Source: an optimization exercise on an open RTL-to-GDS flow (aim: small area). Production flows keep margins and buffers that such runs may drop. In this exercise RTL edits were held to simulation tests only and were not proved equivalent to the original. Power and IR drop assume default switching activity.

**design/flow/standard.sh**
```bash
#!/bin/bash
# synth_recipe.tcl (not shown) runs the flow's synth.tcl, then flattens the netlist and writes it again
# the make line also repeats each setting of config.mk as NAME=value (left out here)
make -C /OpenROAD-flow-scripts/flow DESIGN_CONFIG=/design/flow/config.mk WORK_HOME=/design/flow/orfs CLKGATE_MAP_FILE= SYNTH_SCRIPT=/design/flow/synth_recipe.tcl "${@:-finish}"
```
**design/flow/flow/area.abc**
```
strash
&get -n
&deepsyn -T 60
&put
dc2
dch
amap
topo
```
**design/flow/config.mk**
```make
export PLATFORM = sky130hd
export DESIGN_NAME = elephent
export DESIGN_NICKNAME = elephent
export VERILOG_FILES = /design/flow/design.v
export SDC_FILE = /design/flow/constraint.sdc
export NUM_CORES = 4
export LEC_CHECK = 0
export CAP_MARGIN = 20
export CORE_MARGIN = 2
export CORE_UTILIZATION = 75
export SLEW_MARGIN = 20
```
**design/flow/design.v**
```verilog
module elephent(
    input  clk,
    input  rst,
    input  onoff,
    output o
);
    reg par;
    always @(posedge clk) par <= ~rst & ~par;
    reg [8:0] y_do; reg s_do;
    wire [8:0] x_do = y_do ^ 9'b010101010;
    wire j_do = (x_do & 9'b011111111) == 9'b011100001;
    wire [8:0] n_do = {x_do[7:0], x_do[3] ^ x_do[8]};
    wire [8:0] m_do = {n_do[8], (j_do ? 1'b0 : n_do[7]), n_do[6], n_do[5], n_do[4], n_do[3], n_do[2], n_do[1], n_do[0]};
    always @(posedge clk)
        if (rst) begin y_do <= 9'b101001011; s_do <= 1'b0; end
        else begin y_do <= m_do ^ 9'b010101010; s_do <= s_do ^ (j_do & ~par); end
    reg [8:0] y_re; reg s_re;
    wire [8:0] x_re = y_re ^ 9'b101010101;
    wire j_re = (x_re & 9'b101111110) == 9'b001110010;
    wire [8:0] n_re = {x_re[7:0], x_re[1] ^ x_re[8]};
    wire [8:0] m_re = {n_re[8], n_re[7], n_re[6], n_re[5], n_re[4], n_re[3], (j_re ? 1'b0 : n_re[2]), n_re[1], n_re[0]};
    always @(posedge clk)
        if (rst) begin y_re <= 9'b100100111; s_re <= 1'b0; end
        else begin y_re <= m_re ^ 9'b101010101; s_re <= s_re ^ (j_re & ~par); end
    reg [9:0] y_mi; reg s_mi;
    wire [9:0] x_mi = y_mi ^ 10'b1010101010;
    wire j_mi = (x_mi & 10'b1101101101) == 10'b1001001001;
    wire [9:0] n_mi = {x_mi[8:0], x_mi[0] ^ x_mi[9]};
    wire [9:0] m_mi = {n_mi[9], n_mi[8], n_mi[7], n_mi[6], n_mi[5], n_mi[4], n_mi[3], (j_mi ? 1'b0 : n_mi[2]), n_mi[1], n_mi[0]};
    always @(posedge clk)
        if (rst) begin y_mi <= 10'b0011110001; s_mi <= 1'b0; end
        else begin y_mi <= m_mi ^ 10'b1010101010; s_mi <= s_mi ^ j_mi; end
    reg [9:0] y_sol; reg s_sol;
    wire [9:0] x_sol = y_sol ^ 10'b0101010101;
    wire j_sol = (x_sol & 10'b0111111011) == 10'b0010110010;
    wire [9:0] n_sol = {x_sol[8:0], x_sol[2] ^ x_sol[9]};
    wire [9:0] m_sol = {n_sol[9], n_sol[8], n_sol[7], n_sol[6], n_sol[5], n_sol[4], n_sol[3], n_sol[2], n_sol[1], (j_sol ? 1'b0 : n_sol[0])};
    always @(posedge clk)
        if (rst) begin y_sol <= 10'b1111100111; s_sol <= 1'b0; end
        else begin y_sol <= m_sol ^ 10'b0101010101; s_sol <= s_sol ^ j_sol; end
    reg [9:0] y_la; reg s_la;
    wire [9:0] x_la = y_la ^ 10'b1010101010;
    wire j_la = (x_la & 10'b0101111011) == 10'b0000000001;
    wire [9:0] n_la = {x_la[8:0], x_la[0] ^ x_la[9]};
    wire [9:0] m_la = {n_la[9], n_la[8], (j_la ? 1'b1 : n_la[7]), n_la[6], n_la[5], n_la[4], n_la[3], n_la[2], n_la[1], n_la[0]};
    always @(posedge clk)
        if (rst) begin y_la <= 10'b1000101011; s_la <= 1'b0; end
        else begin y_la <= m_la ^ 10'b1010101010; s_la <= s_la ^ j_la; end
    reg [16:0] yc;
    wire [16:0] xc = yc ^ 17'b11011000111111111;
    wire last = (xc & 17'b11111101111111101) == 17'b01101101011111101;
    wire [16:0] nc = {xc[15:0], xc[11] ^ xc[16]};
    wire [16:0] mc = {nc[16], nc[15], nc[14], nc[13], nc[12], nc[11], (last ? 1'b0 : nc[10]), nc[9], nc[8], nc[7], nc[6], nc[5], nc[4], nc[3], nc[2], nc[1], nc[0]};
    wire adv = onoff & ~rst, hold = ~onoff & ~rst;
    always @(posedge clk) yc <= ({17{adv}} & (mc ^ 17'b11011000111111111)) | ({17{hold}} & yc);
    reg [6:0] code;
    always @(posedge clk)
        if (rst || !onoff) code <= 7'd35;
        else if (last) code <= code + 7'd1;
    reg sp;
    always @(*)
        if (!onoff) sp = 1'b0;
        else case (code)
            43, 51, 59, 69, 77, 85, 107, 123, 1, 5: sp = s_sol;
            71, 75, 87, 91, 7: sp = s_mi;
            73, 89, 95, 11: sp = s_re;
            99, 105, 115, 121, 3: sp = s_la;
            79, 93, 97, 101, 103, 110, 113, 117, 118, 119, 125, 15: sp = s_do;
            default: sp = 1'b0;
        endcase
    assign o = sp;
endmodule
```
**design/flow/constraint.sdc**
```tcl
create_clock -name core_clock -period 10.0 [get_ports {clk}]
set_input_delay 2.0000 -clock core_clock [delete_from_list [all_inputs] [get_ports {clk}]]
set_output_delay 2.0000 -clock core_clock [all_outputs]
set_load 0.01 [all_outputs]
```
**design/flow/flow/run.sh**
```bash
#!/bin/bash
# Own layout flow: the standard flow (standard.sh), with two changes:
#  - synthesis is the standard synthesis script with ABC's mapping script replaced by an
#    area-oriented one (flow/area.abc); registers are mapped before ABC, so their names and
#    cells are those of the standard synthesis;
#  - clock tree synthesis without dummy loads.
set -euo pipefail
W=$(pwd)
cat > "$W/own_synth.tcl" <<EOT
proc abc {args} {
  set i [lsearch -exact \$args -script]
  if {\$i >= 0} { set args [lreplace \$args \$i [expr {\$i + 1}] -script $W/flow/area.abc] }
  yosys abc {*}\$args
}
source $W/synth_recipe.tcl
EOT
bash "$W/standard.sh" "SYNTH_SCRIPT=$W/own_synth.tcl" \
  "CTS_ARGS=-sink_clustering_enable -repair_clock_nets -dont_use_dummy_load" \
  "BUFFER_PORTS_ARGS=-buffer_cell sky130_fd_sc_hd__buf_1" \
  finish > "$W/flow_make.log" 2>&1
```
==> results.ini, run 1 <==
[worst_hold_path]
hold_start = y_mi[4]
min_to = y_mi[5]
hold_path_depth = 1
min_path_type = flip-flop to flip-flop

[layout]
diodes = 0
final_common_cell = dfxtp_1
seqCellArea_sq_um = 1560
multi_input_area_sq_um = 841
nFillCells = 212
area_delta_synth_final_pct = 5.70
layout_common_cells = dfxtp_1, nor2_1, clkinv_1
drive_above_1_share_pct = 3.55
layout.nets = 290

[pwr]
power_density_nw_per_um2 = 183
leakagePower_nw = 0.979
peakVddDrop_uv = 144

[floorplanning]
core_area_sq_um = 3280
rows = 21
start_util_pct = 76.8
die_y_um = 62.0
die_w_um = 62.0
dieArea_sq_um = 3840
boundaryPins = 4

[clock_tree]
h-tree-depth = 3
cts.sinks = 78
cts-root-buf = clkbuf_4
cts_buffer_depth = 2
post_cts_buffers = 0
hold_buffers = 0
insertion_delay_ns = 0.41
numCtsBuffers = 9
cts_tree = built
path_clk_slew_ns = 0.10
cts_resized = 0

[sta]
worstMarginPinSlew_ns = 0.753
drv_slew = 0
max_freq_mhz = 224
fin_worst_skew_ns = 0.0281
grt_setup_unrepaired = no
setup_viol = 0
slew_headroom_pct = 49.5
min_period_over_period_pct = 44.7
finalHoldViolCount = 0
finalWorstSetupSlack_ns = 5.53
period_minus_slack_ns = 4.47
tns_ns = 0

[drt]
drt-pass1-iter-count = 5
routed_wl_um = 4580
drtIter0Drc = 174
avgRoutedWirePerCell_um = 14.0
drtAntennaViolNets = 0
drt-vias-per-instance = 5.73
vias = 1878
drc = 0

[worst_setup_path]
reg2regPathDepth = 9
endpoint_kind = primary output
r2r-end = code[5]
crit_slowest_cell = dfxtp_1
worstPathArrival_ns = 2.47
cp_cell_sequence = clkinv_1 -> nor2b_1 -> o21ai_0 -> a21oi_1 -> nor3_1 -> a222oi_1 -> nor2_1 -> buf_1
crit_path_start_kind = flip-flop
timing.rr.start = yc[16]
cp_max_fo = 6
rrSetupSlack_ns = 7.44
slowest_delay_ns = 0.44
worstPathRequired_ns = 8.00
worstSetupPathType = flip-flop to primary output

[yosys]
synth_nets = 275
ys_ff_latch = 78
synth_cell_types = 25
synthCells = 269
syn_avg_cell_area_sq_um = 9.38
netlist_area_sq_um = 2520
yosys_warnings = 1
ys_seq_area_share_pct = 61.9

[place]
port_buffers = 3
place_ws_ns = 5.54
dp_hpwl_um = 3180
gp_congestion = 0.881

[grt]
grt_pass1_vias = 1720
grt_first_pass_wirelength_um = 7350
grt_start_max_net_pins = 31
overflow = 0
grt_usage_pct = 27.2
antenna_found_initial = 0

[run_status]
status = timing/DRC/antenna clean

[run]
cap_violations = 0

==> synthesized netlist by cell type <==
| cell type | instances | area, sq um |
|---|---|---|
| nor3_1 | 8 | 40.0 |
| nand3_1 | 7 | 35.0 |
| clkinv_1 | 32 | 120 |
| a211oi_1 | 4 | 30.0 |
| dfxtp_1 | 78 | 1560 |
| nand4_1 | 8 | 50.1 |
| o32ai_1 | 3 | 26.3 |
| and2_0 | 1 | 6.26 |
| or4_1 | 3 | 22.5 |
| ha_1 | 3 | 37.5 |
| or3_1 | 1 | 6.26 |
| o221ai_1 | 1 | 8.76 |
| o21ai_0 | 12 | 60.1 |
| nor2b_1 | 5 | 31.3 |
| o32a_1 | 1 | 10.0 |
| a311o_1 | 1 | 10.0 |
| a222oi_1 | 1 | 10.0 |
| o311ai_0 | 1 | 8.76 |
| o22ai_1 | 15 | 93.8 |
| nor4_1 | 4 | 25.0 |
| a221oi_1 | 3 | 26.3 |
| nor2_1 | 40 | 150 |
| nand3b_1 | 1 | 7.51 |
| a21oi_1 | 8 | 40.0 |
| nand2_1 | 28 | 105 |
==> worst max path at each step <==
| stage | start | endpoint | slack [ns] |
|---|---|---|---|
| final | code[3] | o | 5.53 |
| after global routing | code[3] | o | 5.38 |
| after CTS | onoff | o | 5.54 |
| after detailed placement | onoff | o | 5.54 |
| after global placement | onoff | o | 5.55 |
| after floorplan | onoff | o | 5.71 |
==> through the flow <==
step	hold slack [ns]	std cells	power (mW)	instance area, sq um	utilization [%]
6_report	0.375	328	0.489	2670	81.2
5_1_grt	0.397	328	0.509	2670	81.2
4_1_cts	0.378	328	0.492	2670	81.2
3_5_place_dp	0.361	319	0.367	2600	79.1
3_3_place_gp	0.353	319	0.365	2600	79.1
2_1_floorplan	0.352	269	0.357	2520	-
==> per-layer routing <==
metal | global-route usage (%) | vias up | part of all wire (%)
li1 | - | 961 | -
met4 | 8.81 | 0 | 1.7
met2 | 44.0 | 45 | 48
met1 | 32.0 | 862 | 44
met3 | 13.0 | 10 | 6.4
met5 | 0 | - | 0
==> critical path: cells and delay by family (launching register included) <==
kind / cells / cell delay (ns)
AOI/OAI and AO/OA: 3 / 0.75
and+or+nand+nor: 3 / 0.53
DFF: 1 / 0.44
buffers and inverters: 2 / 0.35
==> final cells by class <==
cell class / count / share of cell area [%]
tap: 46 / 2.16
inverter: 32 / 4.50
sequential: 78 / 58.6
timing repair buffer: 4 / 0.704
multi-input combinational: 159 / 31.5
clock buffer: 9 / 2.53
==> power breakdown <==
group	switching, mW	internal, mW	total, mW
Combinational	0.0146	0.00878	0.0234
Sequential	0.00952	0.327	0.337
Clock	0.0868	0.0418	0.129
Total	0.111	0.378	0.489
==> registers in the layout (all words and copies together), names as in the netlist, 7 cells and up <==
register  flops
yc           17
code          7
y_do          9
y_sol        10
y_re          9
y_la         10
y_mi         10
==> logic make-up after synthesis <==
group | count (synthesis) | share of synthesized area (%)
adder cells (fa/ha/maj) | 3 | 1.49
AO/OA/AOI/OAI | 50 | 12.8
flip-flops | 78 | 61.9
buffers and inverters | 32 | 4.76
AND/OR/NAND/NOR | 106 | 19.0
==> inputs of run 2 (changes only) <==
--- a/design/flow/flow/run.sh
+++ b/design/flow/flow/run.sh
@@ -16,5 +16,5 @@
 EOT
 bash "$W/standard.sh" "SYNTH_SCRIPT=$W/own_synth.tcl" \
-  "CTS_ARGS=-sink_clustering_enable -repair_clock_nets -dont_use_dummy_load" \
+  "CTS_ARGS=-sink_clustering_enable -repair_clock_nets -dont_use_dummy_load -root_buf sky130_fd_sc_hd__clkbuf_8 -buf_list sky130_fd_sc_hd__clkbuf_8" \
   "BUFFER_PORTS_ARGS=-buffer_cell sky130_fd_sc_hd__buf_1" \
   finish > "$W/flow_make.log" 2>&1
==> run 2 against run 1 <==
Compared with the run above:
- still clean on timing, DRC and antenna
- utilization grew 1.7 points
- register-to-register slack about the same
- sequential power is essentially flat
- worst hold slack lost 0.0012 ns
- via count decreased by 0.27%
- clock power is 34% higher
- routed wire length rose by 1.9%
- critical path type is now input port to primary output
- largest cell class unchanged
- highest routed layer unchanged
==> results.ini, run 2 <==
[pwr]
power_mw = 0.533  ; +9.1%
seq_power_share_pct = 63.2  ; -5.7 points
comb_power_share_pct = 4.4  ; -0.4 points
power_density_nw_per_um2 = 196  ; +6.8%
p_sw_mw = 0.117  ; +5.2%
sw_frac_of_total_pct = 21.9  ; -0.82 points
intPower_mw = 0.416  ; +10%
clkPwrFrac_pct = 32.4  ; +6.1 points
leakagePower_nw = 1.00  ; +2.4%
peakVddDrop_uv = 171  ; +19%

[floorplanning]
dieArea_sq_um = 3840  ; unchanged
die_y_um = 62.0  ; unchanged
core_area_sq_um = 3280  ; unchanged
boundaryPins = 4  ; unchanged
die_w_um = 62.0  ; unchanged
start_util_pct = 76.8  ; unchanged
rows = 21  ; unchanged

[run]
cap_violations = 0  ; unchanged

[clock_tree]
cts_resized = 0  ; unchanged
numCtsBuffers = 9  ; unchanged
cts-root-buf = clkbuf_8
path_clk_slew_ns = 0.06  ; -0.04 ns
cts_buffer_depth = 2  ; unchanged
hold_buffers = 0  ; unchanged
h-tree-depth = 3  ; unchanged
post_cts_buffers = 0  ; unchanged
cts_tree = built
insertion_delay_ns = 0.34  ; -0.07 ns
cts.sinks = 78  ; unchanged

[yosys]
synth_cell_types = 25  ; unchanged
netlist_area_sq_um = 2520  ; unchanged
async_reset_ff_share_pct = 0  ; unchanged
syn_avg_cell_area_sq_um = 9.38  ; unchanged
synthFlopType = dfxtp_1
synth_most_common_cell = dfxtp_1
synth_top_cell_area_share_pct = 61.9  ; unchanged
yosys_warnings = 1  ; unchanged
netlist_top_cells_count = dfxtp_1, nor2_1, clkinv_1
synth_nets = 275  ; unchanged
synth_top_area_cell = dfxtp_1
ys_ff_latch = 78  ; unchanged
ys_seq_area_share_pct = 61.9  ; unchanged
synth_edf_count = 0  ; unchanged
synth_area_leaders = dfxtp_1, nor2_1, clkinv_1, nand2_1, o22ai_1
synthCells = 269  ; unchanged

[grt]
antenna_found_initial = 0  ; unchanged
grt_pass1_vias = 1715  ; -0.29%
overflow = 0  ; unchanged
grt_first_pass_wirelength_um = 7360  ; about the same
grt_usage_pct = 27.2  ; -0.043 points
grt_start_max_net_pins = 31  ; unchanged

[sta]
max_freq_mhz = 224  ; about the same
fin_worst_skew_ns = 0.0191  ; -0.00895 ns
slew_headroom_pct = 51.0  ; +1.5 points
min_period_over_period_pct = 44.7  ; about the same
finalHoldViolCount = 0  ; unchanged
tns_ns = 0  ; unchanged
drv_slew = 0  ; unchanged
setup_viol = 0  ; unchanged
period_minus_slack_ns = 4.47  ; -0.00226 ns
worstMarginPinSlew_ns = 0.731  ; -0.0223 ns
grt_setup_unrepaired = no

[drt]
drtAntennaViolNets = 0  ; unchanged
drtIter0Drc = 158  ; -9.2%
routed_wl_um = 4660  ; +1.9%
drc = 0  ; unchanged
drt-pass1-iter-count = 4  ; -1
avgRoutedWirePerCell_um = 14.2  ; +1.9%
drt-vias-per-instance = 5.71  ; -0.27%
vias = 1873  ; -0.27%

[layout]
final_common_cell = dfxtp_1
largest_reg_flops = 17  ; unchanged
drive_above_1_share_pct = 3.55  ; unchanged
seqCellArea_sq_um = 1560  ; unchanged
layout_common_cells = dfxtp_1, nor2_1, clkinv_1
diodes = 0  ; unchanged
nFillCells = 195  ; -8.0%
regMostFlops = yc
layout.nets = 290  ; unchanged
multi_input_area_sq_um = 841  ; unchanged
stdcell_area_sq_um = 2720  ; +2.1%
area_delta_synth_final_pct = 7.94

[worst_setup_path]
crit_slowest_cell = buf_1
cp_cell_sequence = buf_1 -> clkinv_1 -> nor2_1 -> buf_1
slowest_delay_ns = 0.15  ; -0.29 ns
path_common_cell = buf_1
crit_path_start_kind = input port
worstPathRequired_ns = 8.00  ; about the same
cp_max_fo = 5  ; -1
worstSetupPathType = input port to primary output
worst-path-buf-inv = 3  ; +1
worstPathArrival_ns = 2.47  ; about the same
crit_family = buffers and inverters
endpoint_kind = primary output

[run_status]
status = timing/DRC/antenna clean

[worst_hold_path]
min_path_type = flip-flop to flip-flop

[place]
port_buffers = 3  ; unchanged
dp_hpwl_um = 3180  ; unchanged
placed_area_sq_um = 2600  ; unchanged
gp_congestion = 0.881  ; unchanged

run 2: cell count changes in the layout (fill, tap and decap cells not counted):
| cell | delta |
|---|---|
| clkbuf_8 | +9 |
| clkbuf_4 | -9 |
run 2: power by group through the flow:
stage | Clock [mW] | Sequential [mW] | Combinational, mW
final | 0.173 | 0.337 | 0.0234
after CTS | 0.176 | 0.337 | 0.0237
after global placement | 0 | 0.342 | 0.0220
after detailed placement | 0 | 0.343 | 0.0235
after floorplan | 0 | 0.340 | 0.0169
after global routing | 0.188 | 0.338 | 0.0270
run 2: cell families after synthesis:
family,count (synthesis),synth area share [%]
buffers and inverters,32,4.76
and+or+nand+nor,106,19.0
adders and majority gates,3,1.49
DFF,78,61.9
AOI/OAI and AO/OA,50,12.8
run 2: per-stage QoR:
stage | setup slack (ns) | cells | util, % | hold slack (ns)
2_1_floorplan | 5.71 | 269 | - | 0.352
3_3_place_gp | 5.55 | 319 | 79.1 | 0.353
3_5_place_dp | 5.54 | 319 | 79.1 | 0.361
4_1_cts | 5.54 | 328 | 82.9 | 0.372
5_1_grt | 5.43 | 328 | 82.9 | 0.393
6_report | 5.53 | 328 | 82.9 | 0.374
run 2: cell type report:
cell class / count / share of cell area (%)
Sequential cell: 78 / 57.4
Multi-Input combinational cell: 159 / 30.9
Clock buffer: 9 / 4.55
Inverter: 32 / 4.41
Tap cell: 46 / 2.11
Timing Repair Buffer: 4 / 0.689
run 2: per-layer routing:
metal  global-route usage [%]  vias up  routed length [um]
li1                         -      958                   -
met5                        0        -                   0
met3                     11.8        9                 226
met4                     8.21        0                  56
met2                     45.4       36                2300
met1                     31.7      870                2080
run 2: final timing paths:
| kind | startpoint | end | slack [ns] | cells after the start |
|---|---|---|---|---|
| worst max-delay path | onoff | o | 5.53 | 4 |
| worst min-delay path | y_mi[4] | y_mi[5] | 0.37 | 1 |
| worst max register to register | yc[16] | code[5] | 7.43 | 9 |
| worst min register to register | y_mi[4] | y_mi[5] | 0.37 | 1 |
==> inputs of run 3 (changes only) <==
==> design/flow/flow/run.sh (replaced) <==
#!/bin/bash
# Own layout flow: the standard flow (standard.sh) with these changes:
#  - synthesis: the standard synthesis script (synth_recipe.tcl), but ABC's technology mapping
#    is run with each area-oriented script in flow/abc/ and the smallest result is kept
#    (flow/own_synth.tcl); no adder extraction (ADDER_MAP_FILE empty), so adders go through ABC.
#    Registers are mapped before ABC, so their names and cells are the standard synthesis's;
#  - clock tree synthesis without dummy loads;
#  - port buffers are sky130_fd_sc_hd__buf_1.
# make's output goes to flow_make.log; each ORFS step's log is under orfs/logs/.
set -euo pipefail
W=$(pwd)
export FLOW_ABC_DIR="$W/flow/abc"
export FLOW_SYNTH_TCL="$W/synth_recipe.tcl"
bash "$W/standard.sh" "SYNTH_SCRIPT=$W/flow/own_synth.tcl" "ADDER_MAP_FILE=" \
  "CTS_ARGS=-sink_clustering_enable -repair_clock_nets -dont_use_dummy_load" \
  "BUFFER_PORTS_ARGS=-buffer_cell sky130_fd_sc_hd__buf_1" \
  finish > "$W/flow_make.log" 2>&1
==> design/flow/flow/abc/b1.abc (new file) <==
strash
dch
amap
topo
==> design/flow/flow/abc/c1.abc (new file) <==
strash
&get -n
&deepsyn -T 20
&put
dch
amap
topo
==> design/flow/flow/abc/e4.abc (new file) <==
strash
&get -n
&deepsyn -T 30
&put
amap
topo
==> design/flow/flow/abc/s3.abc (new file) <==
strash
&get -n
&deepsyn -T 30 -S 3
&put
amap
topo
==> design/flow/flow/abc/s4.abc (new file) <==
strash
&get -n
&deepsyn -T 30 -S 4
&put
amap
topo
==> design/flow/flow/own_synth.tcl (new file) <==
# Standard synthesis (synth_recipe.tcl) with ABC's technology mapping run with several
# area-oriented scripts; the smallest mapped result is kept. Registers are mapped to cells
# before ABC runs, so their names and cells are those of the standard synthesis.
proc my_area {} {
  set s [tee -q -s result.string stat {*}$::lib_args]
  if {[regexp {Chip area for module '[^']*': ([0-9.]+)} $s -> a]} { return $a }
  return 1e18
}
proc abc {args} {
  set i [lsearch -exact $args -script]
  yosys design -save my_pre_abc
  set best 1e18
  set bestscript ""
  foreach script [lsort [glob $::env(FLOW_ABC_DIR)/*.abc]] {
    yosys design -load my_pre_abc
    set a2 [lreplace $args $i [expr {$i + 1}] -script $script]
    yosys abc {*}$a2
    set area [my_area]
    puts "FLOW_ABC $script area $area"
    if {$area < $best} {
      set best $area
      set bestscript $script
      yosys design -save my_best_abc
    }
  }
  yosys design -load my_best_abc
  puts "FLOW_ABC chosen $bestscript area $best"
}
source $::env(FLOW_SYNTH_TCL)
removed: design/flow/flow/area.abc
==> run 3 against run 2 <==
Compared with the run above:
- clock skew shrank 0.0027 ns
- count of clock-buffer cells in the layout unchanged
- sequential power barely moved
- critical path type unchanged
- largest power group unchanged
- routed wire length down 0.56%
- via count fell by 2.1%
- power fell by 8.1%
- fmax down 2.8%
- highest routed layer unchanged
- largest cell class unchanged
- synthesized cell count shrank 3.0%
- clock power decreased by 26%
- still clean on timing, DRC and antenna
- synthesized area fell by 2.6%
==> results.ini, run 3 <==
[clock_tree]
insertion_delay_ns = 0.41  ; +0.07 ns
h-tree-depth = 3  ; unchanged
cts-root-buf = clkbuf_4
cts_resized = 0  ; unchanged
cts_buffer_depth = 2  ; unchanged
numCtsBuffers = 9  ; unchanged
cts_tree = built
cts.sinks = 78  ; unchanged
post_cts_buffers = 0  ; unchanged
path_clk_slew_ns = 0.10  ; +0.04 ns
hold_buffers = 0  ; unchanged

[worst_hold_path]
hold_start = y_la[2]
hold_path_depth = 1  ; unchanged
min_to = y_la[3]
min_path_type = flip-flop to flip-flop

[place]
dp_hpwl_um = 3030  ; -4.7%
gp_congestion = 0.895  ; +1.5%
dp_cells = 309  ; -3.1%
place_ws_ns = 5.41  ; -0.129 ns
port_buffers = 3  ; unchanged
placed_area_sq_um = 2530  ; -2.6%

[worst_setup_path]
worstPathArrival_ns = 2.60  ; +0.13 ns
crit_slowest_cell = nor3_1
worstPathRequired_ns = 8.00  ; about the same
cp_max_fo = 5  ; unchanged
slowest_delay_ns = 0.23  ; +0.08 ns
timing.rr.start = yc[8]
worst-path-buf-inv = 3  ; unchanged
worstSetupPathType = input port to primary output
path_common_cell = buf_1
crit_path_start_kind = input port
cp_cell_sequence = buf_1 -> clkinv_1 -> nor3_1 -> buf_1
rrSetupSlack_ns = 7.17  ; -0.26 ns
endpoint_kind = primary output
r2r-end = code[6]
reg2regPathDepth = 13  ; +4
crit_family = buffers and inverters

[pwr]
power_density_nw_per_um2 = 189  ; -3.7%
peakVddDrop_uv = 137  ; -20%
leakagePower_nw = 0.971  ; -3.1%
power_mw = 0.490  ; -8.1%

[layout]
fin_util_pct = 84.4  ; +1.5 points
area_delta_synth_final_pct = 5.75
largest_reg_flops = 17  ; unchanged
diodes = 0  ; unchanged
final_common_cell = dfxtp_1
stdcell_area_sq_um = 2600  ; -4.5%
stdcell_count = 318  ; -3.0%
nFillCells = 174  ; -11%
regMostFlops = yc
drive_above_1_share_pct = 3.65  ; +0.10 points
layout.nets = 279  ; -3.8%
layout_common_cells = dfxtp_1, nor2_1, clkinv_1

[sta]
tns_ns = 0  ; unchanged
hold_slack_ns = 0.379  ; +0.00565 ns
finalHoldViolCount = 0  ; unchanged
worstMarginPinSlew_ns = 0.764  ; +0.0326 ns
fin_worst_skew_ns = 0.0164  ; -0.00268 ns
period_minus_slack_ns = 4.60  ; +0.130 ns
drv_slew = 0  ; unchanged
finalWorstSetupSlack_ns = 5.40  ; -0.130 ns
max_freq_mhz = 217  ; -2.8%
setup_viol = 0  ; unchanged
slew_headroom_pct = 48.8  ; -2.2 points
min_period_over_period_pct = 46.0  ; +1.3 points
grt_setup_unrepaired = no

[drt]
routed_wl_um = 4640  ; -0.56%
drc = 0  ; unchanged
vias = 1834  ; -2.1%
avgRoutedWirePerCell_um = 14.6  ; +2.6%
drt-pass1-iter-count = 4  ; unchanged
drtIter0Drc = 83  ; -47%
drt-vias-per-instance = 5.77  ; +1.0%
drtAntennaViolNets = 0  ; unchanged

[yosys]
yosys_warnings = 1  ; unchanged
ys_ff_latch = 78  ; unchanged
netlist_area_sq_um = 2460  ; -2.6%
synthCells = 261  ; -3.0%
syn_avg_cell_area_sq_um = 9.42  ; +0.41%
ys_seq_area_share_pct = 63.5  ; +1.6 points
synth_top_cell_area_share_pct = 63.5  ; +1.6 points
synth_cell_types = 28  ; +12%
synth_top_area_cell = dfxtp_1
synth_area_leaders = dfxtp_1, nor2_1, clkinv_1, nand2_1, o22ai_1
synth_most_common_cell = dfxtp_1
synth_edf_count = 0  ; unchanged
synthFlopType = dfxtp_1
netlist_top_cells_count = dfxtp_1, nor2_1, clkinv_1
synth_nets = 264  ; -4.0%
async_reset_ff_share_pct = 0  ; unchanged

[floorplanning]
rows = 20  ; -4.8%
die_w_um = 61.2  ; -1.2%
dieArea_sq_um = 3750  ; -2.4%
core_area_sq_um = 3080  ; -6.3%
die_y_um = 61.2  ; -1.2%
boundaryPins = 4  ; unchanged
start_util_pct = 79.8  ; +3.0 points

[grt]
grt_start_max_net_pins = 31  ; unchanged
grt_pass1_vias = 1717  ; +0.12%
grt_first_pass_wirelength_um = 7550  ; +2.6%
grt_usage_pct = 28.6  ; +1.4 points
antenna_found_initial = 0  ; unchanged
overflow = 0  ; unchanged

[run]
cap_violations = 0  ; unchanged

[run_status]
status = timing/DRC/antenna clean

-- run 3: cell count changes after synthesis, sizes merged, moves of 2 or more --
cell,delta
xnor2,+2
nor2b,-4
ha,-3
nand3,-2
o21ai,+3
nand4,-2
nand2,-2
o32ai,-2
a221oi,-3
or2,+4
-- run 3: cell type report --
class / count / area [sq um] / share of cell area (%)
repair buffers: 4 / 18.8 / 0.722
multi-input cells: 152 / 779 / 30.0
flip-flops and latches: 78 / 1560 / 60.1
well taps: 44 / 55.1 / 2.12
inverters: 31 / 116 / 4.48
clock buffers: 9 / 67.6 / 2.60
-- run 3: logic make-up after synthesis --
kind of cell           after synthesis  share of synthesized area, %
XOR/XNOR                             2                         0.713
AND/OR/NAND/NOR                     97                          17.8
AO/OA/AOI/OAI                       53                          13.2
flip-flops                          78                          63.5
buffers and inverters               31                          4.74
-- run 3: how the worst max path moves through the flow --
stage / start / end / cells past startpoint
final: onoff / o / 4
after global routing: onoff / o / 4
after CTS: onoff / o / 4
after global placement: onoff / o / 4
after detailed placement: onoff / o / 4
after floorplan: onoff / o / 2
-- run 3: routing by layer --
layer | vias to the layer above | routed length (um) | track usage [%]
met5 | - | 0 | 0
met4 | 0 | 92 | 12.7
met3 | 11 | 223 | 10.5
met2 | 43 | 2290 | 46.7
met1 | 855 | 2030 | 34.0
li1 | 925 | - | -
-- run 3: power by group --
part | internal [mW] | leakage [nW] | switching, mW
clock | 0.0418 | 0.0414 | 0.0860
combinational | 0.00935 | 0.285 | 0.0154
sequential | 0.327 | 0.644 | 0.0101
total | 0.378 | 0.971 | 0.112
==> inputs of run 4 (changes only) <==
--- a/design/flow/design.v
+++ b/design/flow/design.v
@@ -48,10 +48,10 @@
         else begin y_la <= m_la ^ 10'b1010101010; s_la <= s_la ^ j_la; end
     reg [16:0] yc;
-    wire [16:0] xc = yc ^ 17'b11011000111111111;
-    wire last = (xc & 17'b11111101111111101) == 17'b01101101011111101;
-    wire [16:0] nc = {xc[15:0], xc[11] ^ xc[16]};
-    wire [16:0] mc = {nc[16], nc[15], nc[14], nc[13], nc[12], nc[11], (last ? 1'b0 : nc[10]), nc[9], nc[8], nc[7], nc[6], nc[5], nc[4], nc[3], nc[2], nc[1], nc[0]};
+    wire [16:0] xc = yc ^ 17'b11111111010110110;
+    wire last = (xc & 17'b11111011110111111) == 17'b11111011100011011;
+    wire [16:0] nc = {xc[15:0], xc[4] ^ xc[16]};
+    wire [16:0] mc = {nc[16], nc[15], nc[14], nc[13], nc[12], nc[11], nc[10], nc[9], nc[8], (last ? 1'b1 : nc[7]), nc[6], nc[5], nc[4], nc[3], nc[2], nc[1], nc[0]};
     wire adv = onoff & ~rst, hold = ~onoff & ~rst;
-    always @(posedge clk) yc <= ({17{adv}} & (mc ^ 17'b11011000111111111)) | ({17{hold}} & yc);
+    always @(posedge clk) yc <= ({17{adv}} & (mc ^ 17'b11111111010110110)) | ({17{hold}} & yc);
     reg [6:0] code;
     always @(posedge clk)
==> design/flow/flow/abc/s1.abc (new file) <==
strash
&get -n
&deepsyn -T 30 -S 1
&put
amap
topo
==> design/flow/flow/abc/s2.abc (new file) <==
strash
&get -n
&deepsyn -T 30 -S 2
&put
amap
topo
==> design/flow/flow/abc/s5.abc (new file) <==
strash
&get -n
&deepsyn -T 30 -S 5
&put
amap
topo
==> design/flow/flow/abc/s6.abc (new file) <==
strash
&get -n
&deepsyn -T 30 -S 6
&put
amap
topo
==> design/flow/flow/abc/s7.abc (new file) <==
strash
&get -n
&deepsyn -T 30 -S 7
&put
amap
topo
==> design/flow/flow/abc/s8.abc (new file) <==
strash
&get -n
&deepsyn -T 30 -S 8
&put
amap
topo
==> design/flow/flow/abc/sd1.abc (new file) <==
strash
&get -n
&deepsyn -T 30 -S 1
&put
dch
amap
topo
==> design/flow/flow/abc/sd5.abc (new file) <==
strash
&get -n
&deepsyn -T 30 -S 5
&put
dch
amap
topo
--- a/design/flow/config.mk
+++ b/design/flow/config.mk
@@ -6,6 +6,7 @@
 export NUM_CORES = 4
 export LEC_CHECK = 0
-export CAP_MARGIN = 20
+export CAP_MARGIN = 0
 export CORE_MARGIN = 2
 export CORE_UTILIZATION = 75
-export SLEW_MARGIN = 20
+export GPL_TIMING_DRIVEN = 0
+export SLEW_MARGIN = 0
==> run 4 against run 3 <==
Compared with the run above:
- via count decreased by 2.5%
- utilization shrank 0.65 points
- sequential cell count is the same
- die area down 0.47%
- combinational power hardly changed
- count of clock-buffer cells in the layout stayed put
- sequential share of layout area grew 0.47 points
- synthesized cell count decreased by 0.77%
- register-to-register slack gained 0.43 ns
- critical path depth stayed put
- power decreased by 0.32%
- largest power group unchanged
==> results.ini, run 4 <==
[run_status]
status = timing/DRC/antenna clean

[pwr]
peakVddDrop_uv = 139  ; +1.5%
leakagePower_nw = 0.981  ; +1.1%
power_density_nw_per_um2 = 189  ; +0.45%

[drt]
drtAntennaViolNets = 0  ; unchanged
drt-pass1-iter-count = 4  ; unchanged
avgRoutedWirePerCell_um = 13.2  ; -9.3%
vias = 1789  ; -2.5%
drt-vias-per-instance = 5.68  ; -1.5%
drtIter0Drc = 128  ; +54%
routed_wl_um = 4170  ; -10%
drc = 0  ; unchanged

[grt]
grt_usage_pct = 25.6  ; -3.0 points
antenna_found_initial = 0  ; unchanged
grt-busiest-layer = met2
met3_usage_pct = 12.2  ; +1.7 points
grt_pass1_vias = 1635  ; -4.8%
overflow = 0  ; unchanged
use_met2_pct = 39.8  ; -6.8 points
grtUsageMet1_pct = 31.9  ; -2.1 points
grt_first_pass_wirelength_um = 6870  ; -9.0%
grt_start_max_net_pins = 31  ; unchanged

[sta]
tns_ns = 0  ; unchanged
setup_viol = 0  ; unchanged
period_minus_slack_ns = 4.60  ; +0.00318 ns
fin_worst_skew_ns = 0.0280  ; +0.0115 ns
max_freq_mhz = 217  ; about the same
worstMarginPinSlew_ns = 1.24  ; +0.477 ns
slew_headroom_pct = 17.2  ; -32 points
min_period_over_period_pct = 46.0  ; about the same
grt_setup_unrepaired = no
drv_slew = 0  ; unchanged
finalHoldViolCount = 0  ; unchanged

[worst_setup_path]
slowest_delay_ns = 0.20  ; -0.03 ns
worst-path-buf-inv = 3  ; unchanged
worstSetupPathType = input port to primary output
worstPathRequired_ns = 8.00  ; about the same
reg2regPathDepth = 9  ; -4
cp.depth = 4  ; unchanged
path_common_cell = buf_1
crit_family = buffers and inverters
worstSetupEndpoint = o
rrSetupSlack_ns = 7.60  ; +0.43 ns
endpoint_kind = primary output
cp_cell_sequence = buf_1 -> clkinv_1 -> nor3_1 -> buf_1
crit_path_start_kind = input port
cp_max_fo = 5  ; unchanged
r2r-end = code[6]
crit_slowest_cell = nor3_1
worstPathArrival_ns = 2.60  ; about the same
cp-startpoint = onoff
timing.rr.start = yc[2]

[layout]
diodes = 0  ; unchanged
area_delta_synth_final_pct = 5.48
drive_above_1_share_pct = 3.32  ; -0.33 points
layout.nets = 276  ; -1.1%
final_common_cell = dfxtp_1
largest_reg_flops = 17  ; unchanged
stdcell_count = 315  ; -0.94%
layout_common_cells = dfxtp_1, nor2_1, clkinv_1
regMostFlops = yc

[floorplanning]
start_util_pct = 79.4  ; -0.41 points
boundaryPins = 4  ; unchanged
rows = 20  ; unchanged
dieArea_sq_um = 3730  ; -0.47%
core_area_sq_um = 3080  ; unchanged
die_y_um = 61.1  ; -0.24%
die_w_um = 61.1  ; -0.24%

[yosys]
synth_mux_area_share_pct = 0  ; unchanged
ys_ff_latch = 78  ; unchanged
synth_nets = 262  ; -0.76%
synth_top_area_cell = dfxtp_1
syn_avg_cell_area_sq_um = 9.44  ; +0.26%
ys_seq_area_share_pct = 63.9  ; +0.33 points
synth_cell_types = 24  ; -14%
netlist_area_sq_um = 2440  ; -0.51%
synth_simple_gate_area_share_pct = 17.3  ; -0.42 points
synth-adder-area-share_pct = 0  ; unchanged
synthCells = 259  ; -0.77%
synth-xor-area-share_pct = 0  ; -0.71 points
synth_top_cell_area_share_pct = 63.9  ; +0.33 points
synthFlopType = dfxtp_1
synth-compound-area-share_pct = 14.3  ; +1.1 points
synth_top_family_by_area = simple AND/OR/NAND/NOR gates
synth_area_leaders = dfxtp_1, nor2_1, clkinv_1, nand2_1, o22ai_1
netlist_top_cells_count = dfxtp_1, nor2_1, clkinv_1
async_reset_ff_share_pct = 0  ; unchanged
yosys_warnings = 1  ; unchanged
synth_edf_count = 0  ; unchanged
synth_most_common_cell = dfxtp_1

[run]
cap_violations = 0  ; unchanged

[clock_tree]
post_cts_buffers = 0  ; unchanged
cts_buffer_depth = 2  ; unchanged
numCtsBuffers = 9  ; unchanged
cts_resized = 0  ; unchanged
cts_tree = built
path_clk_slew_ns = 0.10  ; about the same
cts.sinks = 78  ; unchanged
h-tree-depth = 3  ; unchanged
hold_buffers = 0  ; unchanged
insertion_delay_ns = 0.40  ; about the same
cts-root-buf = clkbuf_4

[place]
gp_congestion = 0.925  ; +3.4%
port_buffers = 3  ; unchanged
dp_hpwl_um = 2830  ; -6.5%
dp_cells = 306  ; -0.97%

[worst_hold_path]
min_path_type = flip-flop to flip-flop

run 4: changes by cell type after synthesis, moves of 2 or more:
cell,before,now
nor4_1,3,5
xnor2_1,2,0
or2_0,4,2
o211a_1,0,2
o21ai_0,15,17
clkinv_1,31,29
run 4: metrics by stage:
step | setup WS, ns | utilization [%] | cell area, sq um | hold WS, ns | power, mW
after floorplan | 5.58 | - | 2440 | 0.352 | 0.361
after global placement | 5.01 | 81.6 | 2510 | 0.354 | 0.368
after detailed placement | 5.00 | 81.6 | 2510 | 0.357 | 0.370
after CTS | 5.40 | 83.8 | 2580 | 0.362 | 0.494
after global routing | 5.12 | 83.8 | 2580 | 0.382 | 0.510
final | 5.40 | 83.8 | 2580 | 0.365 | 0.488
run 4: kinds of logic (layout without fill, tap and decap cells):
kind of cell	after synthesis	after routing
buffers and inverters	29	41
flip-flops	78	78
AND/OR/NAND/NOR	95	95
AO/OA/AOI/OAI	57	57
run 4: how the worst min path moves through the flow:
stage	start	end	slack, ns	cells after the start
4_1_cts	y_la[2]	y_la[3]	0.36	1
3_5_place_dp	y_la[2]	y_la[3]	0.36	1
2_1_floorplan	y_la[2]	y_la[3]	0.35	1
3_3_place_gp	y_la[2]	y_la[3]	0.35	1
6_report	y_la[2]	y_la[3]	0.37	1
5_1_grt	y_la[2]	y_la[3]	0.38	1
run 4: metal layers:
layer	share of wire, %	vias up
li1	-	920
met1	48	821
met2	47	46
met3	4.5	2
met4	0.58	0
met5	0	-
run 4: final cells by class:
class                   instances  area, sq um
multi-input cells             152          774
well taps                      44         55.1
flip-flops and latches         78         1560
repair buffers                  3         11.3
fillers                       171          499
clock buffers                   9         67.6
inverters                      29          109
run 4: where the power goes:
| group | internal [mW] | switching, mW | total (mW) |
|---|---|---|---|
| clock | 0.0419 | 0.0833 | 0.125 |
| sequential | 0.328 | 0.00994 | 0.338 |
| combinational | 0.00971 | 0.0154 | 0.0251 |
==> inputs of run 5 (changes only) <==
--- a/design/flow/config.mk
+++ b/design/flow/config.mk
@@ -6,7 +6,6 @@
 export NUM_CORES = 4
 export LEC_CHECK = 0
-export CAP_MARGIN = 0
+export CAP_MARGIN = 20
 export CORE_MARGIN = 2
 export CORE_UTILIZATION = 75
-export GPL_TIMING_DRIVEN = 0
-export SLEW_MARGIN = 0
+export SLEW_MARGIN = 20
==> run 5 against run 4 <==
Compared with the run above:
- critical path depth stayed put
- die area stayed put
- clock power hardly changed
- clock skew is 0.0054 ns lower
- global-route usage is 0.72 points higher
- fmax is 0.79% higher
- non-clock buffer count is 1 higher
- via count is 0.17% higher
- utilization is 0.24 points higher
- critical endpoint unchanged
- highest routed layer unchanged
==> results.ini, run 5 <==
[run_status]
status = timing/DRC/antenna clean

[drt]
drtIter0Drc = 212  ; +66%
avgRoutedWirePerCell_um = 13.3  ; +0.55%
drc = 0  ; unchanged
drt-pass1-iter-count = 4  ; unchanged
drt-vias-per-instance = 5.67  ; -0.15%
routed_wl_um = 4200  ; +0.86%
drtAntennaViolNets = 0  ; unchanged
vias = 1792  ; +0.17%

[worst_hold_path]
min_to = y_re[5]
hold_start = y_re[4]
min_path_type = flip-flop to flip-flop
hold_path_depth = 1  ; unchanged

[floorplanning]
dieArea_sq_um = 3730  ; unchanged
start_util_pct = 79.4  ; unchanged
rows = 20  ; unchanged
boundaryPins = 4  ; unchanged
die_y_um = 61.1  ; unchanged
die_w_um = 61.1  ; unchanged
core_area_sq_um = 3080  ; unchanged

[worst_setup_path]
crit_family = buffers and inverters
crit_path_start_kind = input port
timing.rr.start = yc[2]
reg2regPathDepth = 9  ; unchanged
worstPathArrival_ns = 2.56  ; -0.04 ns
path_common_cell = buf_1
worstSetupPathType = input port to primary output
r2r-end = code[6]
worst-path-buf-inv = 3  ; unchanged
crit_slowest_cell = nor3_1
rrSetupSlack_ns = 7.63  ; +0.03 ns
slowest_delay_ns = 0.21  ; about the same
cp_cell_sequence = buf_1 -> clkinv_1 -> nor3_1 -> buf_1
worstPathRequired_ns = 8.00  ; about the same
endpoint_kind = primary output
cp_max_fo = 5  ; unchanged

[yosys]
synth-adder-area-share_pct = 0  ; unchanged
async_reset_ff_share_pct = 0  ; unchanged
synth_most_common_cell = dfxtp_1
synthFlopType = dfxtp_1
synth-compound-area-share_pct = 14.3  ; unchanged
syn_avg_cell_area_sq_um = 9.44  ; unchanged
synthCells = 259  ; unchanged
netlist_top_cells_count = dfxtp_1, nor2_1, clkinv_1
synth_simple_gate_area_share_pct = 17.3  ; unchanged
synth_cell_types = 24  ; unchanged
ys_seq_area_share_pct = 63.9  ; unchanged
synth_top_cell_area_share_pct = 63.9  ; unchanged
synth_nets = 262  ; unchanged
synth_area_leaders = dfxtp_1, nor2_1, clkinv_1, nand2_1, o22ai_1
synth_top_area_cell = dfxtp_1
netlist_area_sq_um = 2440  ; unchanged
synth_top_family_by_area = simple AND/OR/NAND/NOR gates
synth_edf_count = 0  ; unchanged
ys_ff_latch = 78  ; unchanged
yosys_warnings = 1  ; unchanged
synth-xor-area-share_pct = 0  ; unchanged
synth_mux_area_share_pct = 0  ; unchanged

[sta]
max_freq_mhz = 219  ; +0.79%
setup_viol = 0  ; unchanged
fin_worst_skew_ns = 0.0226  ; -0.00538 ns
worstMarginPinSlew_ns = 0.767  ; -0.474 ns
period_minus_slack_ns = 4.56  ; -0.0360 ns
drv_slew = 0  ; unchanged
tns_ns = 0  ; unchanged
finalHoldViolCount = 0  ; unchanged
min_period_over_period_pct = 45.6  ; -0.36 points
slew_headroom_pct = 48.6  ; +31 points
grt_setup_unrepaired = no

[layout]
area_delta_synth_final_pct = 5.78
drive_above_1_share_pct = 3.68  ; +0.36 points
largest_reg_flops = 17  ; unchanged
regMostFlops = yc
diodes = 0  ; unchanged
layout_common_cells = dfxtp_1, nor2_1, clkinv_1
layout.nets = 277  ; +0.36%
stdcell_count = 316  ; +0.32%
final_common_cell = dfxtp_1

[place]
gp_congestion = 0.892  ; -3.6%
dp_hpwl_um = 2870  ; +1.5%
port_buffers = 3  ; unchanged
dp_cells = 307  ; +0.33%

[clock_tree]
cts_resized = 0  ; unchanged
cts_buffer_depth = 2  ; unchanged
cts.sinks = 78  ; unchanged
path_clk_slew_ns = 0.11  ; about the same
hold_buffers = 0  ; unchanged
post_cts_buffers = 0  ; unchanged
cts_tree = built
numCtsBuffers = 9  ; unchanged
cts-root-buf = clkbuf_4
insertion_delay_ns = 0.40  ; about the same
h-tree-depth = 3  ; unchanged

[pwr]
power_density_nw_per_um2 = 189  ; -0.15%
power_mw = 0.489  ; +0.14%
leakagePower_nw = 0.986  ; +0.49%
peakVddDrop_uv = 134  ; -3.2%

[grt]
grt_usage_pct = 26.4  ; +0.72 points
grt_start_max_net_pins = 31  ; unchanged
grt_first_pass_wirelength_um = 7040  ; +2.5%
antenna_found_initial = 0  ; unchanged
grt_pass1_vias = 1634  ; -0.061%
overflow = 0  ; unchanged

[run]
cap_violations = 0  ; unchanged

## run 5: cell counts after synthesis
No cell type changed its count.
## run 5: worst reg2reg max path: stages (launching register included)
cell and delay [ns]:
dfxtp_1 0.35, clkinv_1 0.09, or4_1 0.51, nor3_1 0.30, nand2_1 0.13, clkinv_1 0.08
nand2_1 0.12, nor4_1 0.45, nor2_1 0.07, a211oi_1 0.16
## run 5: metal layers
metal  track usage [%]  share of wire (%)
met5                 0                  0
met3              11.6                5.4
met1              34.6                 48
met4              10.2               0.57
met2              38.8                 46
## run 5: area by class of cell
class / instances / area, sq um
fillers: 187 / 492
well taps: 44 / 55.1
inverters: 29 / 109
repair buffers: 4 / 18.8
multi-input cells: 152 / 774
flip-flops and latches: 78 / 1560
clock buffers: 9 / 67.6
## run 5: kinds of logic (layout without fill, tap and decap cells)
logic type / count (synthesis) / in the layout
buffers and inverters: 29 / 42
AOI/OAI and AO/OA: 57 / 57
and+or+nand+nor: 95 / 95
DFF: 78 / 78
## run 5: stage by stage
| step | util, % | setup WS, ns | hold WS [ns] | area (sq um) |
|---|---|---|---|---|
| 6_report | 84.0 | 5.44 | 0.366 | 2590 |
| 5_1_grt | 84.0 | 5.36 | 0.390 | 2590 |
| 4_1_cts | 84.0 | 5.42 | 0.371 | 2590 |
| 3_5_place_dp | 81.8 | 5.43 | 0.360 | 2520 |
| 3_3_place_gp | 81.8 | 5.46 | 0.353 | 2520 |
| 2_1_floorplan | - | 5.58 | 0.352 | 2440 |
## run 5: power by group
group          internal, mW  leakage (nW)  switching (mW)
Clock                0.0419        0.0414          0.0836
Sequential            0.328         0.645         0.00989
Combinational       0.00989         0.300          0.0157
Total                 0.380         0.986           0.109
## run 5: worst max-delay path by stage
| stage | start | endpoint | slack [ns] | depth (start not counted) |
|---|---|---|---|---|
| finish | onoff | o | 5.44 | 4 |
| global route | onoff | o | 5.36 | 4 |
| CTS | onoff | o | 5.42 | 4 |
| detailed placement | onoff | o | 5.43 | 4 |
| global placement | onoff | o | 5.46 | 4 |
| floorplan | onoff | o | 5.58 | 2 |
==> inputs of run 6 (changes only) <==
==> design/flow/flow/abc/n2.abc (new file) <==
strash
&get -n
&deepsyn -T 20
&nf -p -a -R 1000
&put
topo
==> design/flow/flow/abc/s10.abc (new file) <==
strash
&get -n
&deepsyn -T 30 -S 10
&put
amap
topo
==> design/flow/flow/abc/s11.abc (new file) <==
strash
&get -n
&deepsyn -T 30 -S 11
&put
amap
topo
==> design/flow/flow/abc/s12.abc (new file) <==
strash
&get -n
&deepsyn -T 30 -S 12
&put
amap
topo
==> design/flow/flow/abc/s9.abc (new file) <==
strash
&get -n
&deepsyn -T 30 -S 9
&put
amap
topo
==> design/flow/flow/abc/t1.abc (new file) <==
strash
&get -n
&deepsyn -T 60 -S 1
&put
amap
topo
==> design/flow/flow/abc/t3.abc (new file) <==
strash
&get -n
&deepsyn -T 60 -S 3
&put
amap
topo
--- a/design/flow/config.mk
+++ b/design/flow/config.mk
@@ -6,6 +6,7 @@
 export NUM_CORES = 4
 export LEC_CHECK = 0
-export CAP_MARGIN = 20
+export CAP_MARGIN = 0
 export CORE_MARGIN = 2
 export CORE_UTILIZATION = 75
-export SLEW_MARGIN = 20
+export GPL_TIMING_DRIVEN = 0
+export SLEW_MARGIN = 0
==> run 6 against run 5 <==
Compared with the run above:
- still clean
- register-to-register slack better by 0.33 ns
- sequential power about the same
- count of clock-buffer cells in the layout unchanged
- highest routed layer unchanged
- critical endpoint unchanged
==> results.ini, run 6 <==
[run_status]
status = timing/DRC/antenna clean

[floorplanning]
rows = 20  ; unchanged
die_w_um = 61.0  ; -0.15%
dieArea_sq_um = 3720  ; -0.29%
boundaryPins = 4  ; unchanged
core_area_sq_um = 3080  ; unchanged
die_y_um = 61.0  ; -0.15%
start_util_pct = 79.2  ; -0.24 points

[pwr]
power_density_nw_per_um2 = 191  ; +0.80%
power_mw = 0.490  ; +0.22%
leakagePower_nw = 0.979  ; -0.75%
peakVddDrop_uv = 136  ; +1.2%

[yosys]
synth_edf_count = 0  ; unchanged
ys_seq_area_share_pct = 64.1  ; +0.20 points
synthCells = 259  ; unchanged
synth_area_leaders = dfxtp_1, nor2_1, clkinv_1, nand2_1, o22ai_1
synth_cell_types = 24  ; unchanged
netlist_top_cells_count = dfxtp_1, nor2_1, clkinv_1
yosys_warnings = 1  ; unchanged
synth_nets = 262  ; unchanged
netlist_area_sq_um = 2440  ; -0.31%
async_reset_ff_share_pct = 0  ; unchanged
synth_top_cell_area_share_pct = 64.1  ; +0.20 points
synth_top_area_cell = dfxtp_1
synth_most_common_cell = dfxtp_1
synthFlopType = dfxtp_1
ys_ff_latch = 78  ; unchanged
syn_avg_cell_area_sq_um = 9.41  ; -0.31%

[worst_setup_path]
cp_cell_sequence = buf_1 -> clkinv_1 -> nor2_1 -> buf_1
path_common_cell = buf_1
rrSetupSlack_ns = 7.96  ; +0.33 ns
cp-startpoint = onoff
crit_path_start_kind = input port
worstSetupPathType = input port to primary output
reg2regPathDepth = 9  ; unchanged
timing.rr.start = yc[2]
worstPathArrival_ns = 2.48  ; -0.08 ns
r2r-end = code[4]
worstPathRequired_ns = 8.00  ; about the same
cp_max_fo = 5  ; unchanged
crit_slowest_cell = buf_1
worstSetupEndpoint = o
endpoint_kind = primary output
slowest_delay_ns = 0.15  ; -0.06 ns

[place]
dp_hpwl_um = 2620  ; -8.9%
gp_congestion = 0.921  ; +3.3%
dp_cells = 306  ; -0.33%
place_ws_ns = 5.11  ; -0.315 ns
port_buffers = 3  ; unchanged

[clock_tree]
post_cts_buffers = 0  ; unchanged
insertion_delay_ns = 0.40  ; about the same
cts-root-buf = clkbuf_4
path_clk_slew_ns = 0.11  ; about the same
h-tree-depth = 3  ; unchanged
cts_tree = built
numCtsBuffers = 9  ; unchanged
cts.sinks = 78  ; unchanged
cts_buffer_depth = 2  ; unchanged
hold_buffers = 0  ; unchanged
cts_resized = 0  ; unchanged

[layout]
nFillCells = 195  ; +4.3%
layout_common_cells = dfxtp_1, nor2_1, clkinv_1
regMostFlops = yc
drive_above_1_share_pct = 3.32  ; -0.36 points
area_delta_synth_final_pct = 5.49
diodes = 0  ; unchanged
largest_reg_flops = 17  ; unchanged
stdcell_count = 315  ; -0.32%
final_common_cell = dfxtp_1
layout.nets = 276  ; -0.36%

[sta]
period_minus_slack_ns = 4.48  ; -0.0818 ns
min_period_over_period_pct = 44.8  ; -0.82 points
worstMarginPinSlew_ns = 1.13  ; +0.368 ns
slew_headroom_pct = 24.3  ; -24 points
max_freq_mhz = 223  ; +1.8%
setup_viol = 0  ; unchanged
hold_slack_ns = 0.367  ; +0.00161 ns
drv_slew = 0  ; unchanged
finalHoldViolCount = 0  ; unchanged
grt_setup_unrepaired = no
tns_ns = 0  ; unchanged
finalWorstSetupSlack_ns = 5.52  ; +0.0818 ns
fin_worst_skew_ns = 0.0278  ; +0.00522 ns

[drt]
drtIter0Drc = 138  ; -35%
drt-pass1-iter-count = 4  ; unchanged
drtAntennaViolNets = 0  ; unchanged
avgRoutedWirePerCell_um = 12.3  ; -7.5%
drt-vias-per-instance = 5.57  ; -1.8%
routed_wl_um = 3870  ; -7.8%
drc = 0  ; unchanged
vias = 1754  ; -2.1%

[grt]
grt_first_pass_wirelength_um = 6520  ; -7.4%
overflow = 0  ; unchanged
grt_start_max_net_pins = 31  ; unchanged
grt_pass1_vias = 1535  ; -6.1%
grt_usage_pct = 25.0  ; -1.4 points
antenna_found_initial = 0  ; unchanged

[run]
cap_violations = 0  ; unchanged

[worst_hold_path]
min_path_type = flip-flop to flip-flop

-- run 6: cell count changes after synthesis, sizes merged, moves of 2 or more --
cell    delta
nor2       +6
a211oi     -2
nor3       -2
nor4       -2
o211a      -2
o22a       +2
o32a       +2
-- run 6: layer usage --
metal / GRT usage (%) / wire, um / vias to the layer above
li1: - / - / 911
met1: 33.7 / 1990 / 798
met2: 33.5 / 1630 / 37
met3: 10.2 / 152 / 8
met4: 14.9 / 94 / 0
met5: 0 / 0 / -
-- run 6: kinds of logic after synthesis --
| logic type | share of synthesized area, % |
|---|---|
| AO/OA/AOI/OAI | 13.8 |
| buffers and inverters | 4.47 |
| flip-flops | 64.1 |
| AND/OR/NAND/NOR | 17.7 |
-- run 6: per-stage QoR --
step	utilization [%]	instance area (sq um)
5_1_grt	83.5	2570
2_1_floorplan	-	2440
6_report	83.5	2570
3_5_place_dp	81.3	2500
3_3_place_gp	81.3	2500
4_1_cts	83.5	2570
-- run 6: layout make-up --
class,instances,area (sq um),area share [%]
clock buffer,9,67.6,2.63
inverter,29,109,4.23
multi-input combinational,152,767,29.8
sequential,78,1560,60.7
tap,44,55.1,2.14
timing repair buffer,3,11.3,0.438
-- run 6: worst max-delay path: cells and delay by family --
| kind | cells | cell delay [ns] |
|---|---|---|
| buffers and inverters | 3 | 0.35 |
| and+or+nand+nor | 1 | 0.13 |
-- run 6: where the power goes --
group	leakage (nW)	switching, mW	internal (mW)
clock	0.0414	0.0848	0.0419
sequential	0.645	0.00987	0.328
combinational	0.292	0.0150	0.0103
total	0.979	0.110	0.380
-- run 6: worst min path at each step --
stage | start | to | slack (ns) | depth (start not counted)
5_1_grt | y_la[4] | y_la[5] | 0.39 | 1
6_report | y_la[4] | y_la[5] | 0.37 | 1
3_5_place_dp | y_la[2] | y_la[3] | 0.36 | 1
3_3_place_gp | y_la[2] | y_la[3] | 0.35 | 1
4_1_cts | y_la[4] | y_la[5] | 0.37 | 1
2_1_floorplan | y_la[2] | y_la[3] | 0.35 | 1
==> inputs of run 7 (changes only) <==
==> design/flow/flow/abc/t0.abc (new file) <==
strash
&get -n
&deepsyn -T 60
&put
amap
topo
==> design/flow/flow/abc/t11.abc (new file) <==
strash
&get -n
&deepsyn -T 60 -S 11
&put
amap
topo
==> design/flow/flow/abc/t5.abc (new file) <==
strash
&get -n
&deepsyn -T 60 -S 5
&put
amap
topo
==> design/flow/flow/abc/t7.abc (new file) <==
strash
&get -n
&deepsyn -T 60 -S 7
&put
amap
topo
==> design/flow/flow/abc/t9.abc (new file) <==
strash
&get -n
&deepsyn -T 60 -S 9
&put
amap
topo
removed: design/flow/flow/abc/b1.abc
removed: design/flow/flow/abc/n2.abc
removed: design/flow/flow/abc/s12.abc
removed: design/flow/flow/abc/s2.abc
removed: design/flow/flow/abc/s4.abc
removed: design/flow/flow/abc/s5.abc
removed: design/flow/flow/abc/s9.abc
removed: design/flow/flow/abc/sd5.abc
==> run 7 against run 6 <==
Compared with the run above:
- critical path depth stayed put
- routed wire length did not move
- sequential power is essentially flat
- still clean on timing, DRC and antenna
- worst setup slack is the same
- count of clock-buffer cells in the layout unchanged
- power stayed put
==> results.ini, run 7 <==
[run_status]
status = timing/DRC/antenna clean

[drt]
highest_layer = met4
route.met2.wl_um = 1630  ; unchanged
wl_met1_um = 1990  ; unchanged
drt-vias-per-instance = 5.57  ; unchanged
routed_wl_um = 3870  ; unchanged
avgRoutedWirePerCell_um = 12.3  ; unchanged
drt-pass1-iter-count = 4  ; unchanged
wl_met3_um = 152  ; unchanged
drtIter0Drc = 138  ; unchanged
drc = 0  ; unchanged
vias = 1754  ; unchanged
drtAntennaViolNets = 0  ; unchanged

[sta]
setup_viol = 0  ; unchanged
grt_setup_unrepaired = no
slew_headroom_pct = 24.3  ; unchanged
drv_slew = 0  ; unchanged
tns_ns = 0  ; unchanged
worstMarginPinSlew_ns = 1.13  ; unchanged
finalHoldViolCount = 0  ; unchanged
fin_worst_skew_ns = 0.0278  ; unchanged
max_freq_mhz = 223  ; unchanged
min_period_over_period_pct = 44.8  ; unchanged
period_minus_slack_ns = 4.48  ; unchanged

[worst_setup_path]
cp_max_fo = 5  ; unchanged
worstSetupPathType = input port to primary output
worstPathRequired_ns = 8.00  ; about the same
crit_path_start_kind = input port
endpoint_kind = primary output
worstPathArrival_ns = 2.48  ; about the same

[yosys]
synth_cell_types = 24  ; unchanged
synth_top_family_by_area = simple AND/OR/NAND/NOR gates
synthFlopType = dfxtp_1
synth_top_cell_area_share_pct = 64.1  ; unchanged
syn_avg_cell_area_sq_um = 9.41  ; unchanged
synth_edf_count = 0  ; unchanged
synth_mux_area_share_pct = 0  ; unchanged
synthCells = 259  ; unchanged
ys_seq_area_share_pct = 64.1  ; unchanged
ys_ff_latch = 78  ; unchanged
synth_most_common_cell = dfxtp_1
synth_area_leaders = dfxtp_1, nor2_1, clkinv_1, nand2_1, o22ai_1
async_reset_ff_share_pct = 0  ; unchanged
synth-compound-area-share_pct = 13.8  ; unchanged
synth-xor-area-share_pct = 0  ; unchanged
netlist_top_cells_count = dfxtp_1, nor2_1, clkinv_1
synth_nets = 262  ; unchanged
synth_simple_gate_area_share_pct = 17.7  ; unchanged
yosys_warnings = 1  ; unchanged
synth_top_area_cell = dfxtp_1
synth-adder-area-share_pct = 0  ; unchanged
netlist_area_sq_um = 2440  ; unchanged

[place]
gp_congestion = 0.921  ; unchanged
placed_area_sq_um = 2500  ; unchanged
port_buffers = 3  ; unchanged
dp_hpwl_um = 2620  ; unchanged

[pwr]
power_density_nw_per_um2 = 191  ; unchanged
leakagePower_nw = 0.979  ; unchanged
peakVddDrop_uv = 136  ; unchanged

[layout]
area_delta_synth_final_pct = 5.49  ; unchanged
stdcell_area_sq_um = 2570  ; unchanged
diodes = 0  ; unchanged
nFillCells = 195  ; unchanged
fin_util_pct = 83.5  ; unchanged
drive_above_1_share_pct = 3.32  ; unchanged
largest_reg_flops = 17  ; unchanged
layout_common_cells = dfxtp_1, nor2_1, clkinv_1
final_common_cell = dfxtp_1
layout.nets = 276  ; unchanged
regMostFlops = yc

[floorplanning]
die_y_um = 61.0  ; unchanged
core_area_sq_um = 3080  ; unchanged
dieArea_sq_um = 3720  ; unchanged
die_w_um = 61.0  ; unchanged
boundaryPins = 4  ; unchanged
rows = 20  ; unchanged
start_util_pct = 79.2  ; unchanged

[run]
cap_violations = 0  ; unchanged

[clock_tree]
path_clk_slew_ns = 0.11  ; about the same
hold_buffers = 0  ; unchanged
cts.sinks = 78  ; unchanged
h-tree-depth = 3  ; unchanged
post_cts_buffers = 0  ; unchanged
cts_buffer_depth = 2  ; unchanged
cts-root-buf = clkbuf_4
cts_tree = built
cts_resized = 0  ; unchanged
insertion_delay_ns = 0.40  ; about the same
numCtsBuffers = 9  ; unchanged

[grt]
grt_pass1_vias = 1535  ; unchanged
overflow = 0  ; unchanged
grt_first_pass_wirelength_um = 6520  ; unchanged
antenna_found_initial = 0  ; unchanged
grt_start_max_net_pins = 31  ; unchanged
grt_usage_pct = 25.0  ; unchanged

[worst_hold_path]
min_path_type = flip-flop to flip-flop

run 7: path summary, 6_finish.rpt:
path	startpoint	to	slack, ns	cells after the start
setup / recovery	onoff	o	5.52	4
hold / removal	y_la[4]	y_la[5]	0.37	1
setup reg to reg	yc[2]	code[4]	7.96	9
hold reg to reg	y_la[4]	y_la[5]	0.37	1
run 7: worst max-delay path, cell delays in order:
cell,delay [ns]
buf_1,0.07
clkinv_1,0.13
nor2_1,0.13
buf_1,0.15
run 7: per-layer routing:
layer / global-route usage, % / vias up
met2: 33.5 / 37
met3: 10.2 / 8
met5: 0 / -
met4: 14.9 / 0
met1: 33.7 / 798
li1: - / 911
run 7: layout make-up:
type	instances	area [sq um]	share of cell area, %
sequential	78	1560	60.7
multi-input combinational	152	767	29.8
inverter	29	109	4.23
clock buffer	9	67.6	2.63
tap	44	55.1	2.14
timing repair buffer	3	11.3	0.438
run 7: through the flow:
step	total power, mW	instances	setup WS (ns)	hold WS (ns)
after floorplan	0.362	259	5.71	0.352
after global placement	0.369	306	5.07	0.354
after detailed placement	0.370	306	5.11	0.361
after CTS	0.494	315	5.52	0.371
after global routing	0.515	315	5.21	0.386
final	0.490	315	5.52	0.367
run 7: cell families (layout without fill, tap and decap cells):
family	Yosys count	count (layout)
buffers and inverters	29	41
flip-flops	78	78
AND/OR/NAND/NOR	98	98
AO/OA/AOI/OAI	54	54
run 7: where the power goes:
group	switching, mW	leakage, nW	internal [mW]
logic	0.0150	0.292	0.0103
clock network	0.0848	0.0414	0.0419
registers	0.00987	0.645	0.328
total	0.110	0.979	0.380

-- what the ideal ports hide --
In the flow no input, the clock included, has a driving cell. The finished layouts below were timed again as built, in two steps.
Step 1 (the two cells are an assumption about what drives the block):
set clk [get_ports {clk}]
set_driving_cell -lib_cell sky130_fd_sc_hd__clkbuf_16 $clk
set_driving_cell -lib_cell sky130_fd_sc_hd__buf_2 [delete_from_list [all_inputs] $clk]
Step 2 adds t to the input delays and takes it off the output delays; t is the mean of the earliest and latest rising clock arrival at the registers after step 1. Input paths then give back, and output paths get back, about the clock's delay inside the block.
Three values: ideal ports, drivers, drivers and shift; two values: the first two.
run	t (ns)	setup slack, ns	worst setup path after step 2	worst register clock-pin slew, ns
run 1	0.421	5.530 / 5.506 / 5.518	input to output	0.11 / 0.11
run 2	0.357	5.532 / 5.510 / 5.510	input to output	0.07 / 0.07
run 3	0.422	5.402 / 5.369 / 5.369	input to output	0.10 / 0.10
run 4	0.405	5.399 / 5.370 / 5.018	input to register	0.11 / 0.11
run 5	0.411	5.435 / 5.413 / 5.413	input to output	0.11 / 0.11
run 6	0.410	5.517 / 5.493 / 5.146	input to register	0.11 / 0.11
run 7	0.410	5.517 / 5.493 / 5.146	input to register	0.11 / 0.11
After both steps setup and hold are still met in every run listed. For run 4, which loses most, drivers alone change the setup slack by -0.029 ns; drivers and shift together by -0.381 ns.
